What follows belongs to an exercise in optimizing a design on an open flow for small area and a short achievable clock period; a production flow would make more cautious choices. RTL that was checked went through simulation tests only; none was proved equivalent to the original. No functional check of the RTL was part of runs 1 and 4.

==> flow/design.v (outline; a module is shown in full before it is edited, if it fits) <==
// module order_book_poc: 32 lines
// module hw_feature_engine: 2045 lines
// module fpga_inference_engine: 7 lines
// module fpga_trading_core: 57 lines
module fpga_trading_core (
    input  wire        clk,
    input  wire        rst_n,
    input  wire        market_data_valid,
    input  wire [31:0] market_data_price,
    input  wire [31:0] market_data_size,
    input  wire [1:0]  market_data_type,  
    output reg         send_order,
    output wire [31:0] best_bid_price,
    output wire [31:0] best_bid_size,
    output wire [31:0] best_ask_price,
    output wire [31:0] best_ask_size,
    output wire [15:0] book_imbalance_fixed,
    output wire [7:0]  trade_intensity,
    output wire        ai_prediction
);
  // ...
==> flow/flow/run.sh <==
#!/bin/bash
# The standard layout (bash standard.sh), with these settings passed to its make:
#  - the port buffers are buf_1 cells;
#  - clock tree: clkbuf_8 cells, sink clusters of up to 16 flip-flops, no dummy loads.
# The make output goes to standard_flow.log; each tool's log is under orfs/logs/.
set -euo pipefail
MARGIN=254
bash standard.sh \
  "BUFFER_PORTS_ARGS=-buffer_cell sky130_fd_sc_hd__buf_1" \
  SETUP_SLACK_MARGIN=$MARGIN \
  "CTS_ARGS=-sink_clustering_enable -repair_clock_nets -buf_list sky130_fd_sc_hd__clkbuf_8 -sink_clustering_size 16 -sink_clustering_max_diameter 50 -dont_use_dummy_load" \
  finish > standard_flow.log 2>&1
==> flow/standard.sh <==
#!/bin/bash
# synth_recipe.tcl (not shown) runs the flow's synth.tcl, then flattens the netlist and writes it again
# the make line also repeats each setting of config.mk as NAME=value (left out here)
make -C /OpenROAD-flow-scripts/flow DESIGN_CONFIG=/design/flow/config.mk WORK_HOME=/design/flow/orfs CLKGATE_MAP_FILE= SYNTH_SCRIPT=/design/flow/synth_recipe.tcl "${@:-finish}"
==> flow/config.mk <==
export PLATFORM = sky130hd
export DESIGN_NAME = fpga_trading_core
export DESIGN_NICKNAME = fpga_trading_core
export VERILOG_FILES = /design/flow/design.v
export SDC_FILE = /design/flow/constraint.sdc
export NUM_CORES = 4
export LEC_CHECK = 0
export CAP_MARGIN = 20
export CORE_MARGIN = 2
export CORE_UTILIZATION = 40
export SLEW_MARGIN = 20
export SYNTH_HIERARCHICAL = 1
==> flow/constraint.sdc <==
create_clock -name core_clock -period 320.0 [get_ports {clk}]
set_input_delay 64.0000 -clock core_clock [delete_from_list [all_inputs] [get_ports {clk}]]
set_output_delay 64.0000 -clock core_clock [all_outputs]
set_load 0.01 [all_outputs]
==> impl_summary.txt, run 1 <==
----------------------------------------------------
[Synth]
  Total of flip-flops plus latches after synthesis ... 296
  Mean Syn Cell Area ... 11.8 um2
  Proportion of synthesized area in mux cells ... 4.67%
  Ranking of synthesized cells by instance count ... fa_1, xnor2_1, inv_1
  Main area contributors after synthesis ... fa_1, dfrtp_1, xnor2_1
  Top_reg_cell synth ... dfrtp_1

[Setup path]
  Critical path type ... register to primary output
  Top delay family on crit path ... simple AND/OR/NAND/NOR gates
  End point of the critical path ... ai_prediction
  Standard cell with the maximum stage delay on the critical path ... nor4_4
  Start point of the critical path ... feature_engine.trade_intensity[1]$_DFFE_PN0P_
  Largest stage delay, worst path ... 0.55 ns

[Final layout]
  Total number of sequential cells ... 296
  Multi-input gate share of the layout cell area ... 65.8%
  Clock network area share ... 1.49%
  Non-clock buffering overhead ... 4.17%
  Largest registers ... feature_engine.bid_s x48, feature_engine.tot_vol x48
  Layout multi-input combinational cell count ... 1,936

[Global route]
  Routing usage on met1 ... 25.1%

[Hold path]
  Worst hold path type ... register to register

[Run status]
  Run status ... complete, no violations

[STA]
  Setup slack of the critical path after layout ... 253.79 ns

[Die]
  Tap cells ... 1,040

----------------------------------------------------
==> inputs of run 2 (changes only) <==
--- a/flow/design.v
+++ b/flow/design.v
@@ -403,17 +403,17 @@
     assign at_k32[48] = (tot_vol[47] & at_y[47]) | (at_k32[47] & (tot_vol[47] ^ at_y[47]));
     assign at_a32[48] = at_a32[47] & at_s32[47];
     assign tot_cur[47] = at_s32[47] ^ (at_c[32] & at_a32[47]);
     assign at_c[48] = at_k32[48] | (at_c[32] & at_a32[48]);
     wire [9:0] quo;
     wire [47:0] dv_s0 = bid_s_cur;
     wire dv_sub0 = 1'b1;    
     wire [48:0] d0_x = {dv_s0, 1'b0};
-    wire [48:0] d0_y = ~({1'b0, tot_cur} ^ {49{~dv_sub0}});    
+    wire [48:0] d0_y = {1'b0, tot_cur} ^ {49{dv_sub0}};    
     wire [48:0] d0_s;
     wire [48:0] d0_c;     
     assign d0_c[0] = dv_sub0;
     assign d0_s[0] = d0_x[0] ^ d0_y[0] ^ d0_c[0];
     assign d0_c[1] = (d0_x[0] & d0_y[0]) | (d0_c[0] & (d0_x[0] ^ d0_y[0]));
     assign d0_s[1] = d0_x[1] ^ d0_y[1] ^ d0_c[1];
     assign d0_c[2] = (d0_x[1] & d0_y[1]) | (d0_c[1] & (d0_x[1] ^ d0_y[1]));
     assign d0_s[2] = d0_x[2] ^ d0_y[2] ^ d0_c[2];
@@ -568,17 +568,17 @@
     wire d0_c2_8 = d0_k_7 & d0_u_7;
     wire d0_t1 = &d0_s[47:43];
     wire d0_t2 = &d0_s[47:44];
     wire d0_sign = d0_s[48] ^ ((d0_c1_8 & d0_t1) | (d0_c2_8 & d0_t2));
     wire d0_q = ~d0_sign;
     wire [47:0] dv_s1 = d0_s[47:0];
     wire dv_sub1 = d0_q;
     wire [48:0] d1_x = {dv_s1, 1'b0};
-    wire [48:0] d1_y = ~({1'b0, tot_cur} ^ {49{~dv_sub1}});    
+    wire [48:0] d1_y = {1'b0, tot_cur} ^ {49{dv_sub1}};    
     wire [48:0] d1_s;
     wire [48:0] d1_c;     
     assign d1_c[0] = dv_sub1;
     assign d1_s[0] = d1_x[0] ^ d1_y[0] ^ d1_c[0];
     assign d1_c[1] = (d1_x[0] & d1_y[0]) | (d1_c[0] & (d1_x[0] ^ d1_y[0]));
     assign d1_s[1] = d1_x[1] ^ d1_y[1] ^ d1_c[1];
     assign d1_c[2] = (d1_x[1] & d1_y[1]) | (d1_c[1] & (d1_x[1] ^ d1_y[1]));
     assign d1_s[2] = d1_x[2] ^ d1_y[2] ^ d1_c[2];
@@ -733,17 +733,17 @@
     wire d1_c2_8 = d1_k_7 & d1_u_7;
     wire d1_t1 = &d1_s[47:44];
     wire d1_t2 = &d1_s[47:45];
     wire d1_sign = d1_s[48] ^ ((d1_c1_8 & d1_t1) | (d1_c2_8 & d1_t2));
     wire d1_q = ~d1_sign;
     wire [47:0] dv_s2 = d1_s[47:0];
     wire dv_sub2 = d1_q;
     wire [48:0] d2_x = {dv_s2, 1'b0};
-    wire [48:0] d2_y = ~({1'b0, tot_cur} ^ {49{~dv_sub2}});    
+    wire [48:0] d2_y = {1'b0, tot_cur} ^ {49{dv_sub2}};    
     wire [48:0] d2_s;
     wire [48:0] d2_c;     
     assign d2_c[0] = dv_sub2;
     assign d2_s[0] = d2_x[0] ^ d2_y[0] ^ d2_c[0];
     assign d2_c[1] = (d2_x[0] & d2_y[0]) | (d2_c[0] & (d2_x[0] ^ d2_y[0]));
     assign d2_s[1] = d2_x[1] ^ d2_y[1] ^ d2_c[1];
     assign d2_c[2] = (d2_x[1] & d2_y[1]) | (d2_c[1] & (d2_x[1] ^ d2_y[1]));
     assign d2_s[2] = d2_x[2] ^ d2_y[2] ^ d2_c[2];
@@ -898,17 +898,17 @@
     wire d2_c2_8 = d2_k_7 & d2_u_7;
     wire d2_t1 = &d2_s[47:45];
     wire d2_t2 = &d2_s[47:46];
     wire d2_sign = d2_s[48] ^ ((d2_c1_8 & d2_t1) | (d2_c2_8 & d2_t2));
     wire d2_q = ~d2_sign;
     wire [47:0] dv_s3 = d2_s[47:0];
     wire dv_sub3 = d2_q;
     wire [48:0] d3_x = {dv_s3, 1'b0};
-    wire [48:0] d3_y = ~({1'b0, tot_cur} ^ {49{~dv_sub3}});    
+    wire [48:0] d3_y = {1'b0, tot_cur} ^ {49{dv_sub3}};    
     wire [48:0] d3_s;
     wire [48:0] d3_c;     
     assign d3_c[0] = dv_sub3;
     assign d3_s[0] = d3_x[0] ^ d3_y[0] ^ d3_c[0];
     assign d3_c[1] = (d3_x[0] & d3_y[0]) | (d3_c[0] & (d3_x[0] ^ d3_y[0]));
     assign d3_s[1] = d3_x[1] ^ d3_y[1] ^ d3_c[1];
     assign d3_c[2] = (d3_x[1] & d3_y[1]) | (d3_c[1] & (d3_x[1] ^ d3_y[1]));
     assign d3_s[2] = d3_x[2] ^ d3_y[2] ^ d3_c[2];
@@ -1063,17 +1063,17 @@
     wire d3_c2_8 = d3_k_7 & d3_u_7;
     wire d3_t1 = &d3_s[47:46];
     wire d3_t2 = &d3_s[47:47];
     wire d3_sign = d3_s[48] ^ ((d3_c1_8 & d3_t1) | (d3_c2_8 & d3_t2));
     wire d3_q = ~d3_sign;
     wire [47:0] dv_s4 = d3_s[47:0];
     wire dv_sub4 = d3_q;
     wire [48:0] d4_x = {dv_s4, 1'b0};
-    wire [48:0] d4_y = ~({1'b0, tot_cur} ^ {49{~dv_sub4}});    
+    wire [48:0] d4_y = {1'b0, tot_cur} ^ {49{dv_sub4}};    
     wire [48:0] d4_s;
     wire [48:0] d4_c;     
     assign d4_c[0] = dv_sub4;
     assign d4_s[0] = d4_x[0] ^ d4_y[0] ^ d4_c[0];
     assign d4_c[1] = (d4_x[0] & d4_y[0]) | (d4_c[0] & (d4_x[0] ^ d4_y[0]));
     assign d4_s[1] = d4_x[1] ^ d4_y[1] ^ d4_c[1];
     assign d4_c[2] = (d4_x[1] & d4_y[1]) | (d4_c[1] & (d4_x[1] ^ d4_y[1]));
     assign d4_s[2] = d4_x[2] ^ d4_y[2] ^ d4_c[2];
@@ -1228,17 +1228,17 @@
     wire d4_c2_8 = d4_k_7 & d4_u_7;
     wire d4_t1 = &d4_s[47:47];
     wire d4_t2 = 1'b1;
     wire d4_sign = d4_s[48] ^ ((d4_c1_8 & d4_t1) | (d4_c2_8 & d4_t2));
     wire d4_q = ~d4_sign;
     wire [47:0] dv_s5 = d4_s[47:0];
     wire dv_sub5 = d4_q;
     wire [48:0] d5_x = {dv_s5, 1'b0};
-    wire [48:0] d5_y = ~({1'b0, tot_cur} ^ {49{~dv_sub5}});    
+    wire [48:0] d5_y = {1'b0, tot_cur} ^ {49{dv_sub5}};    
     wire [48:0] d5_s;
     wire [48:0] d5_c;     
     assign d5_c[0] = dv_sub5;
     assign d5_s[0] = d5_x[0] ^ d5_y[0] ^ d5_c[0];
     assign d5_c[1] = (d5_x[0] & d5_y[0]) | (d5_c[0] & (d5_x[0] ^ d5_y[0]));
     assign d5_s[1] = d5_x[1] ^ d5_y[1] ^ d5_c[1];
     assign d5_c[2] = (d5_x[1] & d5_y[1]) | (d5_c[1] & (d5_x[1] ^ d5_y[1]));
     assign d5_s[2] = d5_x[2] ^ d5_y[2] ^ d5_c[2];
@@ -1398,17 +1398,17 @@
     wire d5_u_8 = (d5_c1_8 & d5_p1_8) | (d5_c2_8 & d5_p2_8);
     wire d5_c1_9 = d5_k_8 | d5_u_8;
     wire d5_c2_9 = d5_k_8 & d5_u_8;
     wire d5_sign = d5_s[48] ^ (d5_c1_9 & ~d5_c2_9);
     wire d5_q = ~d5_sign;
     wire [47:0] dv_s6 = d5_s[47:0];
     wire dv_sub6 = d5_q;
     wire [48:0] d6_x = {dv_s6, 1'b0};
-    wire [48:0] d6_y = ~({1'b0, tot_cur} ^ {49{~dv_sub6}});    
+    wire [48:0] d6_y = {1'b0, tot_cur} ^ {49{dv_sub6}};    
     wire [48:0] d6_s;
     wire [48:0] d6_c;     
     assign d6_c[0] = dv_sub6;
     assign d6_s[0] = d6_x[0] ^ d6_y[0] ^ d6_c[0];
     assign d6_c[1] = (d6_x[0] & d6_y[0]) | (d6_c[0] & (d6_x[0] ^ d6_y[0]));
     assign d6_s[1] = d6_x[1] ^ d6_y[1] ^ d6_c[1];
     assign d6_c[2] = (d6_x[1] & d6_y[1]) | (d6_c[1] & (d6_x[1] ^ d6_y[1]));
     assign d6_s[2] = d6_x[2] ^ d6_y[2] ^ d6_c[2];
@@ -1563,17 +1563,17 @@
     wire d6_c2_8 = d6_k_7 & d6_u_7;
     wire d6_t1 = &d6_s[47:44];
     wire d6_t2 = &d6_s[47:45];
     wire d6_sign = d6_s[48] ^ ((d6_c1_8 & d6_t1) | (d6_c2_8 & d6_t2));
     wire d6_q = ~d6_sign;
     wire [47:0] dv_s7 = d6_s[47:0];
     wire dv_sub7 = d6_q;
     wire [48:0] d7_x = {dv_s7, 1'b0};
-    wire [48:0] d7_y = ~({1'b0, tot_cur} ^ {49{~dv_sub7}});    
+    wire [48:0] d7_y = {1'b0, tot_cur} ^ {49{dv_sub7}};    
     wire [48:0] d7_s;
     wire [48:0] d7_c;     
     assign d7_c[0] = dv_sub7;
     assign d7_s[0] = d7_x[0] ^ d7_y[0] ^ d7_c[0];
     assign d7_c[1] = (d7_x[0] & d7_y[0]) | (d7_c[0] & (d7_x[0] ^ d7_y[0]));
     assign d7_s[1] = d7_x[1] ^ d7_y[1] ^ d7_c[1];
     assign d7_c[2] = (d7_x[1] & d7_y[1]) | (d7_c[1] & (d7_x[1] ^ d7_y[1]));
     assign d7_s[2] = d7_x[2] ^ d7_y[2] ^ d7_c[2];
@@ -1728,17 +1728,17 @@
     wire d7_c2_8 = d7_k_7 & d7_u_7;
     wire d7_t1 = &d7_s[47:45];
     wire d7_t2 = &d7_s[47:46];
     wire d7_sign = d7_s[48] ^ ((d7_c1_8 & d7_t1) | (d7_c2_8 & d7_t2));
     wire d7_q = ~d7_sign;
     wire [47:0] dv_s8 = d7_s[47:0];
     wire dv_sub8 = d7_q;
     wire [48:0] d8_x = {dv_s8, 1'b0};
-    wire [48:0] d8_y = ~({1'b0, tot_cur} ^ {49{~dv_sub8}});    
+    wire [48:0] d8_y = {1'b0, tot_cur} ^ {49{dv_sub8}};    
     wire [48:0] d8_s;
     wire [48:0] d8_c;     
     assign d8_c[0] = dv_sub8;
     assign d8_s[0] = d8_x[0] ^ d8_y[0] ^ d8_c[0];
     assign d8_c[1] = (d8_x[0] & d8_y[0]) | (d8_c[0] & (d8_x[0] ^ d8_y[0]));
     assign d8_s[1] = d8_x[1] ^ d8_y[1] ^ d8_c[1];
     assign d8_c[2] = (d8_x[1] & d8_y[1]) | (d8_c[1] & (d8_x[1] ^ d8_y[1]));
     assign d8_s[2] = d8_x[2] ^ d8_y[2] ^ d8_c[2];
@@ -1893,17 +1893,17 @@
     wire d8_c2_8 = d8_k_7 & d8_u_7;
     wire d8_t1 = &d8_s[47:46];
     wire d8_t2 = &d8_s[47:47];
     wire d8_sign = d8_s[48] ^ ((d8_c1_8 & d8_t1) | (d8_c2_8 & d8_t2));
     wire d8_q = ~d8_sign;
     wire [47:0] dv_s9 = d8_s[47:0];
     wire dv_sub9 = d8_q;
     wire [48:0] d9_x = {dv_s9, 1'b0};
-    wire [48:0] d9_y = ~({1'b0, tot_cur} ^ {49{~dv_sub9}});    
+    wire [48:0] d9_y = {1'b0, tot_cur} ^ {49{dv_sub9}};    
     wire [48:0] d9_s;
     wire [48:0] d9_c;     
     assign d9_c[0] = dv_sub9;
     assign d9_s[0] = d9_x[0] ^ d9_y[0] ^ d9_c[0];
     assign d9_c[1] = (d9_x[0] & d9_y[0]) | (d9_c[0] & (d9_x[0] ^ d9_y[0]));
     assign d9_s[1] = d9_x[1] ^ d9_y[1] ^ d9_c[1];
     assign d9_c[2] = (d9_x[1] & d9_y[1]) | (d9_c[1] & (d9_x[1] ^ d9_y[1]));
     assign d9_s[2] = d9_x[2] ^ d9_y[2] ^ d9_c[2];
==> flow/flow/run.sh (replaced) <==
#!/bin/bash
# The standard layout (bash standard.sh), with these settings passed to its make:
#  - the port buffers are buf_1 cells;
#  - clock tree: clkbuf_8 cells, sink clusters of up to 16 flip-flops, no dummy loads.
# The make output goes to standard_flow.log; each tool's log is under orfs/logs/.
set -euo pipefail
MARGIN=253.7
bash standard.sh \
  "BUFFER_PORTS_ARGS=-buffer_cell sky130_fd_sc_hd__buf_1" \
  SETUP_SLACK_MARGIN=$MARGIN \
  "CTS_ARGS=-sink_clustering_enable -repair_clock_nets -buf_list sky130_fd_sc_hd__clkbuf_8 -sink_clustering_size 16 -sink_clustering_max_diameter 50 -dont_use_dummy_load" \
  finish > standard_flow.log 2>&1
==> impl_summary.txt, run 2 <==
----------------------------------------------------
[Run status]
  Run status ... complete, no violations

[Synth]
  Dominant combinational cell family by area after synthesis ... adder cells
  Ranking of synthesized cells by instance count ... fa_1, xnor2_1, inv_1
  Synth Instances ... 2,679
  Total of flip-flops plus latches after synthesis ... 296 (unchanged)
  Parity-gate share of the synthesized area counting xor and xnor cells ... 14.1%
  Area fraction in compound gates after synthesis ... 5.03%
  Total of warnings raised by yosys ... 9
  Distinct cell type count after synthesis ... 89
  Proportion of synthesized area in mux cells ... 4.73% (+0.063 points)
  Main area contributors after synthesis ... fa_1, dfrtp_1, xnor2_1
  Share of synthesized cell area in and, or, nand and nor gates ... 7.23%
  Fraction of the yosys area taken by sequential cells ... 23.4%
  Most area-hungry cell type in the Yosys netlist ... fa_1
  Mean Syn Cell Area ... 11.6 um2 (-1.2%)
  Post-synth design cell area ... 0.0311 mm2
  Top_reg_cell synth ... dfrtp_1
  Most frequently used cell type in the post-synthesis netlist ... fa_1
  Area share of the largest cell type after synthesis ... 35.5%
  Adder-cell share of the synthesized area ... 39.5%
  Async S/R FF share, synth ... 89.2%
  Number of synthesized flops with an enable pin ... 0

[STA]
  Aggregate negative setup slack ... 0 ns
  Max Fclk ... 0.0151 GHz
  Post-route clock period utilization ... 20.7%
  Relative slew slack ... 28.3%
  Crit path time final ... 66.20 ns
  Final hold vios ... 0
  Unrepaired setup endpoints after global routing ... false
  Actual slew at the worst max-slew pin ... 1.06 ns
  Final Slew Violations ... 0
  Clock skew ... 0.0951 ns
  Total of endpoints with negative setup slack in the final report ... 0

[Die]
  # IOs ... 223
  Die span in x ... 283 um
  Initial cell density of the core ... 40.3%
  Area enclosed by the die boundary ... 0.0800 mm2
  Standard-cell rows ... 102
  Vertical extent of the die ... 283 um
  Core region area ... 0.0772 mm2

[Final layout]
  Synth-to-Final Area Change ... 8.80%
  Footprint of the flip-flops and latches ... 0.00729 mm2
  Net count reported at finish ... 3,624
  Largest registers ... feature_engine.bid_s x48, feature_engine.tot_vol x48
  Most frequent cells in the layout ... fa_1, xnor2_1, inv_1
  Fin area ... 0.0339 mm2
  Fill cell instance count of the final layout ... 7,403
  Area of the multi-input gates ... 0.0221 mm2
  Most frequent standard cell in the layout excluding fill and tap cells ... fa_1
  Fraction of final layout cells with drive strength greater than 1 ... 9.89%

[Clocking]
  Buffer depth of the longest clock path ... 3
  Total number of clock tree sinks ... 296
  Clock transition at the registers of the reported paths ... 0.09 ns
  CTS tree ... yes
  Clock network latency to the later pin of the worst-skew pair ... 0.62 ns
  Total of hold buffers inserted after clock tree synthesis ... 0
  Num CTS Buffers ... 35
  CTS H-tree depth ... 2
  Clock root buffer master ... clkbuf_8

[Setup path]
  Worst-case reg-to-reg path depth ... 183
  Critical path type ... input pin to register
  Kind of launch point of the worst setup path ... input pin
  Arrival @ worst endpoint ... 66.61 ns
  Maximum fanout count along the critical path ... 31
  Sort of element at the end of the critical path ... register
  CP required ... 320.41 ns

[Route]
  Length of the first detailed-routing pass in iterations ... 5
  Via count ... 19,300
  Final WL ... 69,400 um
  Number of design rule violations left after detail routing ... 0
  Mean number of vias per cell ... 4.90
  Iteration-0 DRC Markers ... 625
  Detailed-route wire length per cell ... 17.6 um
  Number of antenna-violating nets in the routed design ... 0

[Placement]
  Global placer's final weighted congestion ... 0.858
  Cell area after placement ... 0.0332 mm2
  Number of port buffers ... 217
  Half-perimeter wire length of the detailed placement result ... 58,200 um

[Hold path]
  Instance count along the most critical hold path ... 0
  Worst hold path type ... register to register

[Global route]
  Number of global-route vias before repair ... 21,200
  Routing usage on met1 ... 24.6% (-0.59 points)
  Busiest grt layer ... met2
  Global-route met3 utilization ... 3.21%
  Antenna violations before repair ... 1
  Overflow after GRT ... 0
  Total global routing track utilization ... 18.4%
  Largest net degree at the start of global routing ... 72
  Met2 track utilization from global routing ... 31.1%
  Global-route wire length before repair ... 116,000 um

[Job]
  Max_cap viols ... 0

----------------------------------------------------
## run 2: cell types whose count changed after synthesis, moves of 9 or more
| cell | before | now |
|---|---|---|
| xor2_1 | 118 | 89 |
| nor4_1 | 21 | 53 |
| buf_1 | 28 | 19 |
| nand3_1 | 42 | 23 |
| a21oi_1 | 50 | 67 |
| o211ai_1 | 12 | 3 |
| inv_1 | 308 | 342 |
| a211o_1 | 3 | 14 |
| xnor2_1 | 366 | 399 |
| nand4_1 | 61 | 34 |
| or4_1 | 0 | 18 |
| and4_1 | 16 | 5 |
## run 2: stage by stage
| stage | setup WS [ns] | utilization [%] | cells | hold WS (ns) |
|---|---|---|---|---|
| after floorplan | 253.75 | - | 2683 | 0.429 |
| after global placement | 252.39 | 43.0 | 3900 | 0.364 |
| after detailed placement | 252.41 | 43.0 | 3900 | 0.365 |
| after CTS | 253.77 | 43.7 | 3937 | 0.316 |
| after global routing | 253.73 | 43.8 | 3944 | 0.328 |
| final | 253.80 | 43.8 | 3944 | 0.327 |
## run 2: per-module statistics from Yosys (local to each module, per instance)
module                 area (um2)  cells inside
fpga_trading_core             902            86
order_book_poc               6450           497
fpga_inference_engine        88.8            11
hw_feature_engine           23700          2085
## run 2: logic make-up after synthesis
logic type	Yosys count
adders and majority gates	653
muxes	131
DFF	296
xor gates and xnor gates	493
buffers and inverters	447
other	1
AOI/OAI and AO/OA	230
and+or+nand+nor	428
## run 2: repair_timing
| item | CTS | global route |
|---|---|---|
| setup endpoints to repair | 117 | 105 |
| pin swaps | 1 | 1 |
| buffers inserted | 1 | 6 |
| resized for setup | 7 | 16 |
| gates cloned | 1 | 0 |
## run 2: per-layer routing
| layer | share of wire (%) | vias up | wire [um] |
|---|---|---|---|
| met5 | 0 | - | 0 |
| met4 | 2.2 | 0 | 1530 |
| met3 | 4.6 | 74 | 3200 |
| met2 | 49 | 293 | 33700 |
| met1 | 45 | 9898 | 31000 |
| li1 | - | 9073 | - |
## run 2: layout make-up
class / count / share of cell area, %
diodes: 1 / 0.00739
clock buffers: 35 / 1.42
multi-input cells: 1941 / 65.3
repair buffers: 281 / 4.01
inverters: 350 / 3.88
flip-flops and latches: 296 / 21.5
well taps: 1040 / 3.84
## run 2: final timing paths
kind / slack [ns] / from / endpoint
worst max-delay path: 253.80 / market_data_price[7] / order_book.best_bid_size[26]$_DFFE_PN0P_
worst min-delay path: 0.33 / feature_engine.decay_timer[8]$_DFF_PN0_ / feature_engine.decay_timer[9]$_DFF_PN0_
min in group asynchronous: 63.54 / rst_n / order_book.best_bid_size[1]$_DFFE_PN0P_
worst max register to register: 257.34 / feature_engine.pend_book$_DFF_PN0_ / feature_engine.book_imbalance[0]$_DFF_PN0_
worst min register to register: 0.33 / feature_engine.decay_timer[8]$_DFF_PN0_ / feature_engine.decay_timer[9]$_DFF_PN0_
max in group asynchronous: 254.20 / rst_n / feature_engine.trade_intensity[1]$_DFFE_PN0P_
## run 2: worst max-delay path, cell delays in order
cell and delay, ns:
buf_1 0.20, ha_1 0.31, a21oi_1 0.16, o21ai_0 0.19, a221o_1 0.39, a211o_1 0.33, a31oi_4 0.33, buf_8 0.31
mux2_2 0.37
==> inputs of run 3 (changes only) <==
--- a/flow/flow/run.sh
+++ b/flow/flow/run.sh
@@ -4,7 +4,7 @@
 #  - clock tree: clkbuf_8 cells, sink clusters of up to 16 flip-flops, no dummy loads.
 # The make output goes to standard_flow.log; each tool's log is under orfs/logs/.
 set -euo pipefail
-MARGIN=253.7
+MARGIN=254
 bash standard.sh \
   "BUFFER_PORTS_ARGS=-buffer_cell sky130_fd_sc_hd__buf_1" \
   SETUP_SLACK_MARGIN=$MARGIN \
==> impl_summary.txt, run 3 <==
----------------------------------------------------
[Die]
  # IOs ... 223 (unchanged)
  Initial cell density of the core ... 40.3% (unchanged)
  Vertical extent of the die ... 283 um (unchanged)
  Die span in x ... 283 um (unchanged)
  Core region area ... 0.0772 mm2 (unchanged)
  Standard-cell rows ... 102 (unchanged)
  Area enclosed by the die boundary ... 0.0800 mm2 (unchanged)

[Synth]
  Number of synthesized flops with an enable pin ... 0 (unchanged)
  Main area contributors after synthesis ... fa_1, dfrtp_1, xnor2_1
  Synth Instances ... 2,679 (unchanged)
  Ranking of synthesized cells by instance count ... fa_1, xnor2_1, inv_1
  Most frequently used cell type in the post-synthesis netlist ... fa_1
  Fraction of the yosys area taken by sequential cells ... 23.4% (unchanged)
  Most area-hungry cell type in the Yosys netlist ... fa_1
  Total of flip-flops plus latches after synthesis ... 296 (unchanged)
  Async S/R FF share, synth ... 89.2% (unchanged)
  Post-synth design cell area ... 0.0311 mm2 (unchanged)
  Distinct cell type count after synthesis ... 89 (unchanged)
  Top_reg_cell synth ... dfrtp_1
  Mean Syn Cell Area ... 11.6 um2 (unchanged)
  Total of warnings raised by yosys ... 9 (unchanged)
  Area share of the largest cell type after synthesis ... 35.5% (unchanged)

[Global route]
  Met2 track utilization from global routing ... 33.5% (+2.4 points)
  Busiest grt layer ... met2
  Routing usage on met1 ... 24.2% (-0.34 points)
  Antenna violations before repair ... 3 (+2)
  Number of global-route vias before repair ... 22,500 (+5.9%)
  Largest net degree at the start of global routing ... 182 (+150%)
  Total global routing track utilization ... 19.3% (+0.91 points)
  Overflow after GRT ... 0 (unchanged)
  Global-route met3 utilization ... 3.89% (+0.68 points)
  Global-route wire length before repair ... 121,000 um (+4.5%)

[Clocking]
  Total number of clock tree sinks ... 296 (unchanged)
  Clock root buffer master ... clkbuf_8
  Buffer depth of the longest clock path ... 3 (unchanged)
  CTS tree ... yes
  Clock transition at the registers of the reported paths ... 0.09 ns (about the same)
  Clock network latency to the later pin of the worst-skew pair ... 0.62 ns (about the same)
  Total of hold buffers inserted after clock tree synthesis ... 0 (unchanged)
  Num CTS Buffers ... 37 (+5.7%)
  CTS H-tree depth ... 2 (unchanged)

[Route]
  Number of design rule violations left after detail routing ... 0 (unchanged)
  Length of the first detailed-routing pass in iterations ... 5 (unchanged)
  Detailed-route wire length per cell ... 18.8 um (+6.9%)
  Mean number of vias per cell ... 5.03 (+2.6%)
  Via count ... 19,800 (+2.5%)
  Number of antenna-violating nets in the routed design ... 0 (unchanged)
  Final WL ... 74,200 um (+6.9%)
  Iteration-0 DRC Markers ... 617 (-1.3%)

[Setup path]
  Worst-case reg-to-reg path depth ... 184 (+0.55%)
  Critical path type ... input pin to register
  Kind of launch point of the worst setup path ... input pin
  CP required ... 320.53 ns (+0.12 ns)
  R2R Path End ... feature_engine.book_imbalance[0]$_DFF_PN0_
  Sort of element at the end of the critical path ... register
  Maximum fanout count along the critical path ... 24 (-23%)
  Arrival @ worst endpoint ... 66.51 ns (-0.10 ns)
  Flop-to-flop setup slack ... 257.17 ns (-0.17 ns)
  Crit Reg-Reg Startpoint ... feature_engine.pend_book$_DFF_PN0_

[Hold path]
  Worst Hold Launch ... feature_engine.decay_timer[6]$_DFF_PN0_
  Hold path endpoint ... feature_engine.decay_timer[7]$_DFF_PN0_
  Instance count along the most critical hold path ... 0 (unchanged)
  Worst hold path type ... register to register

[Final layout]
  Fraction of final layout cells with drive strength greater than 1 ... 10.8% (+0.94 points)
  Largest registers ... feature_engine.bid_s x48, feature_engine.tot_vol x48
  Net count reported at finish ... 3,622 (-0.055%)
  Most frequent standard cell in the layout excluding fill and tap cells ... fa_1
  Most frequent cells in the layout ... fa_1, xnor2_1, inv_1
  Synth-to-Final Area Change ... 10.1%

[Placement]
  Post-place setup slack ... 252.55 ns (+0.134 ns)
  Number of port buffers ... 217 (unchanged)
  Global placer's final weighted congestion ... 0.869 (+1.3%)
  Half-perimeter wire length of the detailed placement result ... 61,800 um (+6.1%)

[STA]
  Crit path time final ... 65.98 ns (-0.224 ns)
  Final hold vios ... 0 (unchanged)
  Clock skew ... 0.0901 ns (-0.00496 ns)
  Max Fclk ... 0.0152 GHz (+0.34%)
  Relative slew slack ... 36.3% (+8.0 points)
  Final Slew Violations ... 0 (unchanged)
  Post-route clock period utilization ... 20.6% (-0.070 points)
  Aggregate negative setup slack ... 0 ns (unchanged)
  Setup slack of the critical path after layout ... 254.02 ns (+0.224 ns)
  Total of endpoints with negative setup slack in the final report ... 0 (unchanged)
  Unrepaired setup endpoints after global routing ... true
  Actual slew at the worst max-slew pin ... 0.946 ns (-0.114 ns)
  Smallest hold slack ... 0.380 ns (+0.0533 ns)

[Run status]
  Run status ... complete, no violations

[Job]
  Max_cap viols ... 0 (unchanged)

----------------------------------------------------
## run 3: worst max-delay path by stage
stage | end | slack, ns | startpoint | cells past startpoint
after global routing | feature_engine.book_imbalance[0]$_DFF_PN0_ | 253.94 | feature_engine.pend_book$_DFF_PN0_ | 184
after global placement | order_book.best_ask_size[27]$_DFFE_PN0P_ | 252.52 | market_data_price[5] | 9
after floorplan | order_book.best_ask_price[19]$_DFFE_PN1P_ | 253.98 | market_data_price[1] | 7
final | order_book.best_ask_size[8]$_DFFE_PN0P_ | 254.02 | market_data_price[1] | 8
after detailed placement | order_book.best_ask_size[5]$_DFFE_PN0P_ | 252.55 | market_data_price[5] | 9
after CTS | order_book.best_bid_size[24]$_DFFE_PN0P_ | 254.01 | market_data_price[12] | 9
## run 3: layout make-up
cell class / instances / area (um2)
antenna: 1 / 2.50
tap: 1040 / 1300
sequential: 296 / 7290
timing repair buffer: 278 / 1400
fill: 7279 / 43000
inverter: 350 / 1310
clock buffer: 37 / 509
multi-input combinational: 1940 / 22400
## run 3: critical path, stage by stage
cell and delay, ns:
buf_1 0.19, ha_4 0.25, a2111oi_4 0.33, o311ai_1 0.15
a2111o_1 0.53, a21oi_4 0.29, bufbuf_16 0.40, mux2_2 0.35
## run 3: through the flow
step / util, % / cells / area [um2]
CTS: 44.2 / 3938 / 34100
finish: 44.4 / 3942 / 34300
detailed placement: 43.4 / 3897 / 33500
floorplan: - / 2683 / 31500
global placement: 43.4 / 3897 / 33500
global route: 44.4 / 3942 / 34300
## run 3: cell families after synthesis
group,after synthesis,share of synthesized area (%)
buf+inv,447,5.93
fa+ha+maj,653,39.5
xor+xnor,493,14.1
compound gates,230,5.03
other cells,1,0.0121
simple gates,428,7.23
mux,131,4.73
flops,296,23.4
## run 3: routing by layer
layer / share of wire, % / wire length, um
met5: 0.034 / 25
met4: 3.0 / 2200
met3: 4.7 / 3480
met2: 49 / 36700
met1: 43 / 31800
## run 3: what timing repair did
item / CTS / global route
cloned: 1 / 1
pin swaps: 3 / 1
buffers inserted: 3 / 0
endpoints found under the setup margin: 113 / 92
resized for setup: 13 / 15
## run 3: per-module statistics from Yosys (local to each module, per instance)
module                 cells  flops+latches
fpga_inference_engine     11              0
fpga_trading_core         86              1
hw_feature_engine       2085            167
order_book_poc           497            128
==> module fpga_trading_core, before the edit <==
module fpga_trading_core (
    input  wire        clk,
    input  wire        rst_n,
    input  wire        market_data_valid,
    input  wire [31:0] market_data_price,
    input  wire [31:0] market_data_size,
    input  wire [1:0]  market_data_type,  
    output reg         send_order,
    output wire [31:0] best_bid_price,
    output wire [31:0] best_bid_size,
    output wire [31:0] best_ask_price,
    output wire [31:0] best_ask_size,
    output wire [15:0] book_imbalance_fixed,
    output wire [7:0]  trade_intensity,
    output wire        ai_prediction
);
    wire [10:0] imb;
    order_book_poc order_book (
        .clk(clk), .rst_n(rst_n),
        .valid_in(market_data_valid && !market_data_type[1]),
        .price_in(market_data_price),
        .size_in(market_data_size),
        .side_in(market_data_type[0]),
        .best_bid_price(best_bid_price), .best_bid_size(best_bid_size),
        .best_ask_price(best_ask_price), .best_ask_size(best_ask_size)
    );
    hw_feature_engine feature_engine (
        .clk(clk), .rst_n(rst_n),
        .event_valid(market_data_valid),
        .event_size(market_data_size),
        .event_type(market_data_type),
        .book_imbalance(imb),
        .trade_intensity(trade_intensity)
    );
    assign book_imbalance_fixed = {5'd0, imb};
    fpga_inference_engine inference_engine (
        .book_imbalance(imb),
        .trade_intensity(trade_intensity),
        .prediction(ai_prediction)
    );
    wire [31:0] spread;
    wire [32:0] sc;
    assign sc[0] = 1'b1;
    genvar i;
    generate
        for (i = 0; i < 32; i = i + 1) begin : sub
            wire bn = ~best_bid_price[i];
            assign spread[i] = best_ask_price[i] ^ bn ^ sc[i];
            assign sc[i+1]   = (best_ask_price[i] & bn) | (best_ask_price[i] & sc[i]) | (bn & sc[i]);
        end
    endgenerate
    wire spread_wide = |spread[31:3] | (spread[2] & spread[1]);
    always @(posedge clk or negedge rst_n) begin
        if (!rst_n) send_order <= 1'b0;
        else        send_order <= spread_wide & ai_prediction;
    end
endmodule
==> inputs of run 4 (changes only) <==
--- a/flow/design.v
+++ b/flow/design.v
@@ -2130,7 +2130,7 @@
         for (i = 0; i < 32; i = i + 1) begin : sub
             wire bn = ~best_bid_price[i];
             assign spread[i] = best_ask_price[i] ^ bn ^ sc[i];
-            assign sc[i+1]   = (best_ask_price[i] & bn) | (best_ask_price[i] & sc[i]) | (bn & sc[i]);
+            assign sc[i+1]   = (best_ask_price[i] & bn) | (sc[i] & (best_ask_price[i] ^ bn));
         end
     endgenerate
     wire spread_wide = |spread[31:3] | (spread[2] & spread[1]);
==> flow/flow/run.sh (replaced) <==
#!/bin/bash
# The standard layout (bash standard.sh), with these settings passed to its make:
#  - the port buffers are buf_1 cells;
#  - clock tree: clkbuf_4 cells, sink clusters of up to 10 flip-flops, no dummy loads.
# The make output goes to standard_flow.log; each tool's log is under orfs/logs/.
set -euo pipefail
MARGIN=254
bash standard.sh \
  "BUFFER_PORTS_ARGS=-buffer_cell sky130_fd_sc_hd__buf_1" \
  SETUP_SLACK_MARGIN=$MARGIN \
  "CTS_ARGS=-sink_clustering_enable -repair_clock_nets -buf_list sky130_fd_sc_hd__clkbuf_4 -sink_clustering_size 10 -sink_clustering_max_diameter 40 -dont_use_dummy_load" \
  finish > standard_flow.log 2>&1
==> impl_summary.txt, run 4 <==
----------------------------------------------------
[STA]
  Max Fclk ... 0.0150 GHz (-0.72%)
  Post-route clock period utilization ... 20.8% (+0.15 points)
  Smallest hold slack ... 0.388 ns (+0.00732 ns)
  Actual slew at the worst max-slew pin ... 1.13 ns (+0.186 ns)
  Total of endpoints with negative setup slack in the final report ... 0 (unchanged)
  Clock skew ... 0.145 ns (+0.0549 ns)
  Crit path time final ... 66.46 ns (+0.478 ns)
  Aggregate negative setup slack ... 0 ns (unchanged)
  Unrepaired setup endpoints after global routing ... true
  Relative slew slack ... 23.8% (-12 points)
  Final hold vios ... 0 (unchanged)
  Final Slew Violations ... 0 (unchanged)

[Run status]
  Run status ... complete, no violations

[Clocking]
  Total of hold buffers inserted after clock tree synthesis ... 0 (unchanged)
  Clock transition at the registers of the reported paths ... 0.10 ns (about the same)
  Buffer depth of the longest clock path ... 3 (unchanged)
  Clock network latency to the later pin of the worst-skew pair ... 0.86 ns (+0.24 ns)
  Total number of clock tree sinks ... 296 (unchanged)
  Num CTS Buffers ... 56 (+51%)
  CTS H-tree depth ... 2 (unchanged)
  CTS tree ... yes
  Clock root buffer master ... clkbuf_4

[Setup path]
  Crit path buffers/inverters ... 2 (unchanged)
  Standard cell with the maximum stage delay on the critical path ... nor4_4
  Critical path type ... register to primary output
  Sort of element at the end of the critical path ... primary output
  Top delay family on crit path ... simple AND/OR/NAND/NOR gates
  CP required ... 256.00 ns (-64.53 ns)
  Maximum fanout count along the critical path ... 6 (-75%)
  Crit Reg-Reg Startpoint ... feature_engine.pend_book$_DFF_PN0_
  Cell breakdown of the critical path ... o211a_1 > nor4_4 > a211oi_4 > buf_12 > buf_6
  Arrival @ worst endpoint ... 2.46 ns (-64.05 ns)
  Kind of launch point of the worst setup path ... register
  Start point of the critical path ... feature_engine.trade_intensity[2]$_DFFE_PN0P_
  Largest stage delay, worst path ... 0.54 ns (about the same)

[Final layout]
  Most frequent cells in the layout ... fa_1, xnor2_1, inv_1
  Fill cell instance count of the final layout ... 7,254 (-0.34%)
  Fraction of final layout cells with drive strength greater than 1 ... 12.0% (+1.2 points)
  Largest registers ... feature_engine.bid_s x48, feature_engine.tot_vol x48
  Fraction of the core area covered by cells at the end of the flow ... 44.4% (unchanged)
  Synth-to-Final Area Change ... 10.0% (about the same)
  Most frequent standard cell in the layout excluding fill and tap cells ... fa_1
  Net count reported at finish ... 3,648 (+0.72%)

[Die]
  Standard-cell rows ... 102 (unchanged)
  Initial cell density of the core ... 40.3% (about the same)
  Core region area ... 0.0772 mm2 (unchanged)
  Vertical extent of the die ... 283 um (about the same)
  Area enclosed by the die boundary ... 0.0801 mm2 (about the same)
  Die span in x ... 283 um (about the same)
  # IOs ... 223 (unchanged)

[Synth]
  Ranking of synthesized cells by instance count ... fa_1, xnor2_1, inv_1
  Number of synthesized flops with an enable pin ... 0 (unchanged)
  Synth Instances ... 2,673 (-0.22%)
  Main area contributors after synthesis ... fa_1, dfrtp_1, xnor2_1
  Mean Syn Cell Area ... 11.6 um2 (+0.31%)
  Area share of the largest cell type after synthesis ... 35.4% (about the same)
  Fraction of the yosys area taken by sequential cells ... 23.4% (about the same)
  Async S/R FF share, synth ... 89.2% (unchanged)
  Distinct cell type count after synthesis ... 84 (-5.6%)
  Total of warnings raised by yosys ... 9 (unchanged)
  Top_reg_cell synth ... dfrtp_1
  Most frequently used cell type in the post-synthesis netlist ... fa_1
  Most area-hungry cell type in the Yosys netlist ... fa_1
  Post-synth design cell area ... 0.0311 mm2 (about the same)
  Total of flip-flops plus latches after synthesis ... 296 (unchanged)

[Route]
  Via count ... 20,400 (+3.0%)
  Length of the first detailed-routing pass in iterations ... 5 (unchanged)
  Mean number of vias per cell ... 5.14 (+2.3%)
  Number of antenna-violating nets in the routed design ... 0 (unchanged)
  Number of design rule violations left after detail routing ... 0 (unchanged)
  Iteration-0 DRC Markers ... 883 (+43%)
  Final WL ... 80,000 um (+7.9%)
  Detailed-route wire length per cell ... 20.2 um (+7.2%)

[Placement]
  Half-perimeter wire length of the detailed placement result ... 66,500 um (+7.6%)
  Number of port buffers ... 217 (unchanged)
  Global placer's final weighted congestion ... 0.886 (+1.9%)

[Global route]
  Total global routing track utilization ... 20.6% (+1.3 points)
  Met2 track utilization from global routing ... 34.1% (+0.57 points)
  Global-route wire length before repair ... 130,000 um (+7.5%)
  Largest net degree at the start of global routing ... 59 (-68%)
  Busiest grt layer ... met2
  Routing usage on met1 ... 26.9% (+2.7 points)
  Overflow after GRT ... 0 (unchanged)
  Global-route met3 utilization ... 4.40% (+0.52 points)
  Antenna violations before repair ... 5 (+2)
  Number of global-route vias before repair ... 23,300 (+3.7%)

[Hold path]
  Worst hold path type ... register to register
  Worst Hold Launch ... feature_engine.decay_timer[8]$_DFF_PN0_

[Job]
  Max_cap viols ... 0 (unchanged)

----------------------------------------------------
-- run 4: path summary, 6_finish.rpt --
path | slack (ns) | endpoint | cells after the start
max | 253.54 | ai_prediction | 5
min | 0.39 | feature_engine.decay_timer[9]$_DFF_PN0_ | 0
max reg2reg | 256.41 | feature_engine.book_imbalance[0]$_DFF_PN0_ | 180
min reg2reg | 0.39 | feature_engine.decay_timer[9]$_DFF_PN0_ | 0
max in group asynchronous | 254.69 | feature_engine.tot_vol[7]$_DFF_PN0_ | 3
min in group asynchronous | 63.23 | feature_engine.trade_intensity[3]$_DFFE_PN0P_ | 1
-- run 4: repair_timing --
action / CTS / global route
endpoints found under the setup margin: 36 / 31
buffers inserted: 3 / 8
gates resized for setup: 2 / 21
pin swaps: 2 / 0
-- run 4: cells by family after synthesis --
family / Yosys count / synth area share [%]
fa+ha+maj: 659 / 39.7
mux: 132 / 4.76
buf+inv: 442 / 5.86
compound gates: 212 / 4.85
xor+xnor: 493 / 14.1
other cells: 1 / 0.0120
flops: 296 / 23.4
simple gates: 438 / 7.30
-- run 4: metrics by stage --
step	setup WS, ns	cell area (um2)	std cells
6_report	253.54	34300	3970
5_1_grt	253.42	34200	3969
4_1_cts	253.36	34100	3959
3_5_place_dp	252.69	33600	3900
3_3_place_gp	252.32	33600	3899
2_1_floorplan	253.98	31500	2677
-- run 4: layout make-up --
cell class	instances	area (um2)	share of cell area (%)
multi-input combinational	1939	22500	65.7
sequential	296	7300	21.3
timing repair buffer	286	1400	4.08
inverter	350	1310	3.84
tap	1040	1300	3.80
clock buffer	56	420	1.23
antenna	3	7.51	0.0219
-- run 4: per-layer routing --
layer  up-vias  wire length, um
met5         -               12
met4         2             2690
met3       130             4840
met2       491            38300
met1     10700            34200
li1       9112                -
-- run 4: per-module statistics from Yosys, one instance, submodules excluded --
module / flip-flops and latches / times used / cells inside / area (um2)
fpga_inference_engine: 0 / 1 / 11 / 88.8
fpga_trading_core: 1 / 1 / 83 / 891
hw_feature_engine: 167 / 1 / 2082 / 23700
order_book_poc: 128 / 1 / 497 / 6450

-- what the ideal ports hide --
How much do the figures lean on ideal ports? The routed layouts below were timed once more, with nothing changed but the port constraints.
Step 1 (the two cells are an assumption about what drives the block):
set clk [get_ports {clk}]
set_driving_cell -lib_cell sky130_fd_sc_hd__clkbuf_16 $clk
set_driving_cell -lib_cell sky130_fd_sc_hd__buf_2 [delete_from_list [all_inputs] $clk]
Step 2 adds t to the input delays and takes it off the output delays; t is the mean of the earliest and latest rising clock arrival at the registers after step 1. Input paths then give back, and output paths get back, about the clock's delay inside the block.
Slacks: ideal / step 1 / step 2; pairs: ideal / step 1.
| run | t, ns | setup slack, ns | worst slew at a driven data input, ns | cell pins on the clock port's net |
|---|---|---|---|---|
| run 1 | 0.641 | 253.790 / 253.731 / 253.404 | 0.07 | 1 |
| run 2 | 0.629 | 253.796 / 253.758 / 253.200 | 0.10 | 1 |
| run 3 | 0.639 | 254.020 / 254.031 / 253.392 | 0.08 | 1 |
| run 4 | 0.853 | 253.542 / 253.481 / 253.259 | 0.07 | 1 |
After both steps setup and hold are still met in every run listed. The setup slack of run 3, which loses most, moves by +0.011 ns with the drivers and by -0.628 ns with both steps.
